From an optimization exercise on the open Yosys and OpenROAD flow, aimed at a short achievable clock period and few clock cycles; shortcuts taken in it are not production practice.
At most, simulation tests tie the RTL to the original design; equivalence was not proved.
No activity file was given, so power comes from the tool's default toggle rates.

## purple
// cpu
module cpu(
input clk,
input reset,
input [15:0] din,
output reg [15:0] dout,
output reg dout_valid,
output [15:0] imem_addr,
input [31:0] imem_data,
output halted
    );
export LEC_CHECK = 0
export ABC_CLOCK_PERIOD_IN_PS = 1000
export CAP_MARGIN = 35
export CORE_MARGIN = 2
export CORE_UTILIZATION = 58
export CTS_CLUSTER_DIAMETER = 100
export CTS_CLUSTER_SIZE = 20
export PLACE_DENSITY = 0.72
export SLEW_MARGIN = 35
create_clock -name core_clock -period 11.0 [get_ports {clk}]
standard.sh (not shown) runs the stock make flow with config.mk's settings and CLKGATE_MAP_FILE= SYNTH_SCRIPT=/design/flow/synth_recipe.tcl, a recipe that flattens the netlist after the stock synthesis.
==> flow/flow/run.sh <==
#!/bin/bash
# Standard ORFS layout; timing repair aims well below the clock period so the
# design is optimised for the period it can reach, not just for 11 ns.
set -o pipefail
export SETUP_SLACK_MARGIN=8.0
export TNS_END_PERCENT=100
export BUFFER_PORTS_ARGS="-buffer_cell sky130_fd_sc_hd__buf_4"
bash standard.sh > flow_standard.log 2>&1
Relative to purple, the following input files were edited for blue:
--- a/flow/design.v
+++ b/flow/design.v
@@ -84,22 +84,21 @@
  reg [4:0]  w_rd;
  reg [15:0] w_data;
  reg        mzero;
  reg [31:0] mr0, mr1, mr2;  
  reg [15:0] GPR [0:31];
  reg [15:0] SGPR;
  reg        carry, zero, sign, overflow;
  reg [255:0] dmem;         
  reg [15:0] din_r;
  reg        reset_r;        
- reg [15:0] PC_o;
- assign imem_addr = PC_o;
+ assign imem_addr = PC;
  assign halted    = halt_r;
  wire [16:0] sum = ks16(aA, aB, 1'b0);
  wire [16:0] dif = ks16(sA, ~sB, 1'b1);      
  wire [15:0] ld_data = dmem[16*e_addr +: 16];
  wire [15:0] log_res =
       ({16{s_sgpr}} & SGPR)      | ({16{s_pa}}  & lA)            |
       ({16{s_pb}}   & lB)        | ({16{s_na}}  & ~lA)           |
       ({16{s_nb}}   & ~lB)       | ({16{s_or}}  & (lA | lB))     |
       ({16{s_and}}  & (lA & lB)) | ({16{s_xor}} & (lA ^ lB))     |
       ({16{s_xnor}} & ~(lA ^ lB))| ({16{s_nand}} & ~(lA & lB))   |
@@ -172,22 +171,21 @@
  wire d_two   = (op >= 5'b00010) && (op <= 5'b01010);           
  wire reads_a = d_two | (op == 5'b01101) |
                 (((op == 5'b00001) | (op == 5'b01011)) & ~mode);
  wire reads_b = d_two & ~mode;
  wire d_wr    = (d_alu & ~d_mul) | (op == 5'b01111);
  wire d_log   = (op == 5'b00001) | (op == 5'b01011) |
                 ((op >= 5'b00101) && (op <= 5'b01010));
  wire stall_d = dv & (
      (e_mul_now & ((reads_a & (rs1 == e_rd)) | (reads_b & (rs2 == e_rd)) |
                    (op == 5'b00000))) |
-     (d_sgn & (e_mul_now | (mv & ~e_flg_now))) |
-     (op == 5'b11011));           
+     (d_sgn & (e_mul_now | (mv & ~e_flg_now))));
  wire d_zc    = (op == 5'b10111) | (op == 5'b11000);
  wire defer_d = d_cond & e_flg_now & ~(d_zc & s_sub) & ~d_same;
  wire go_d    = dv & ~stall_d & ~e_mis;
  wire e_fa = e_wr_now & (e_rd == rs1);
  wire e_fb = e_wr_now & (e_rd == rs2) & ~mode;
  wire w_fa = wv & (w_rd == rs1);
  wire w_fb = wv & (w_rd == rs2);
  wire [15:0] ra = GPR[rs1];
  wire [15:0] rb = GPR[rs2];
  wire [15:0] na_early = w_fa ? w_res : ra;
@@ -213,51 +211,46 @@
     endcase
  end
  wire mis = go_d & d_cond & ~defer_d & ~taken & ~d_same;
  wire        st_hit   = ev & e_st & (e_addr == IR[3:0]);
  wire [15:0] st_data  = stA | ({16{e_stdin}} & din_r);
  wire [15:0] out_data = st_hit ? st_data : dmem[16*IR[3:0] +: 16];
  wire [4:0]  fop    = imem_data[31:27];
  wire [15:0] fimm   = imem_data[15:0];
  wire        f_pred = (fop >= 5'b10010) && (fop <= 5'b11010);
  wire [15:0] pc_inc = PC + 16'd1;
- wire [15:0] pc_inc_o = PC_o + 16'd1;
  wire        f_same = (fimm == pc_inc);
  wire f_hold = dv & defer_d & (fop == 5'b11011);
  always @(posedge clk) begin
     din_r <= din;
     if (~stall_d) begin
        IR      <= imem_data;
        d_pcinc <= pc_inc;
        d_same  <= f_same;
     end
     if (reset) begin
        PC     <= 16'd0;
-       PC_o   <= 16'd0;
        halt_r <= 1'b0;
        dv     <= 1'b0;
     end else if (e_mis) begin
-       PC   <= e_pcinc;
-       PC_o <= e_pcinc;
-       dv   <= 1'b0;
+       PC <= e_pcinc;
+       dv <= 1'b0;
     end else if (mis) begin
-       PC   <= d_pcinc;
-       PC_o <= d_pcinc;
-       dv   <= 1'b0;
+       PC <= d_pcinc;
+       dv <= 1'b0;
     end else if (~stall_d) begin
-       if (~f_hold) begin
-          PC   <= f_pred ? fimm : pc_inc;
-          PC_o <= f_pred ? fimm : pc_inc_o;
+       if (~halt_r & ~f_hold) begin
+          PC <= f_pred ? fimm : pc_inc;
           if (fop == 5'b11011)
              halt_r <= 1'b1;
        end
-       dv <= ~f_hold;
+       dv <= ~halt_r & ~f_hold;
     end
  end
  always @(posedge clk) begin
     if (reset)
        ev <= 1'b0;
     else
        ev <= go_d;
     e_rd   <= rd;
     e_addr <= IR[3:0];
     e_br   <= go_d & defer_d;
Findings:
Diff blue..purple | starting utilization of the core area | negligible. Against purple, post-layout total power in blue fell by a few percent. Going from purple to blue, power drawn by the combinational cells shrank by a little under 10%. blue ends up with a post-route cell area that is about 2.4% lower than in purple. Summary: register-to-register slack, blue worse than purple. In the flow results for purple and blue, the worst setup margin is smaller on blue.
Testbench counts of blue, summed over its fixed seeds: cycles 217,627.
The RTL of purple was laid out without a check of its function.

afterwards: timing with drivers on the ports:
The results above use ideal ports. As a check the final layouts listed here were re-extracted and re-timed, cells and wires unchanged. Step 1: set_driving_cell puts a clkbuf_16 on clk and a buf_2 on each other input, an assumption about the parent block. Step 2 moves the port delays by t, midway between the first and last clock arrival at a register: inputs arrive t later, outputs are due t later. That takes back most of the time a late clock gives input paths. a / b / c = ideal / step 1 / step 2; a / b = the first two.
run | shift t [ns] | setup WS [ns] | cell pins on the clock port's net
purple | 0.770 | 7.579 / 7.500 / 6.814 | 1
blue | 0.768 | 7.470 / 7.492 / 6.725 | 1
After both steps every run listed still meets setup and hold. For purple, which loses most, drivers alone change the setup slack by -0.079 ns; drivers and shift together by -0.765 ns.
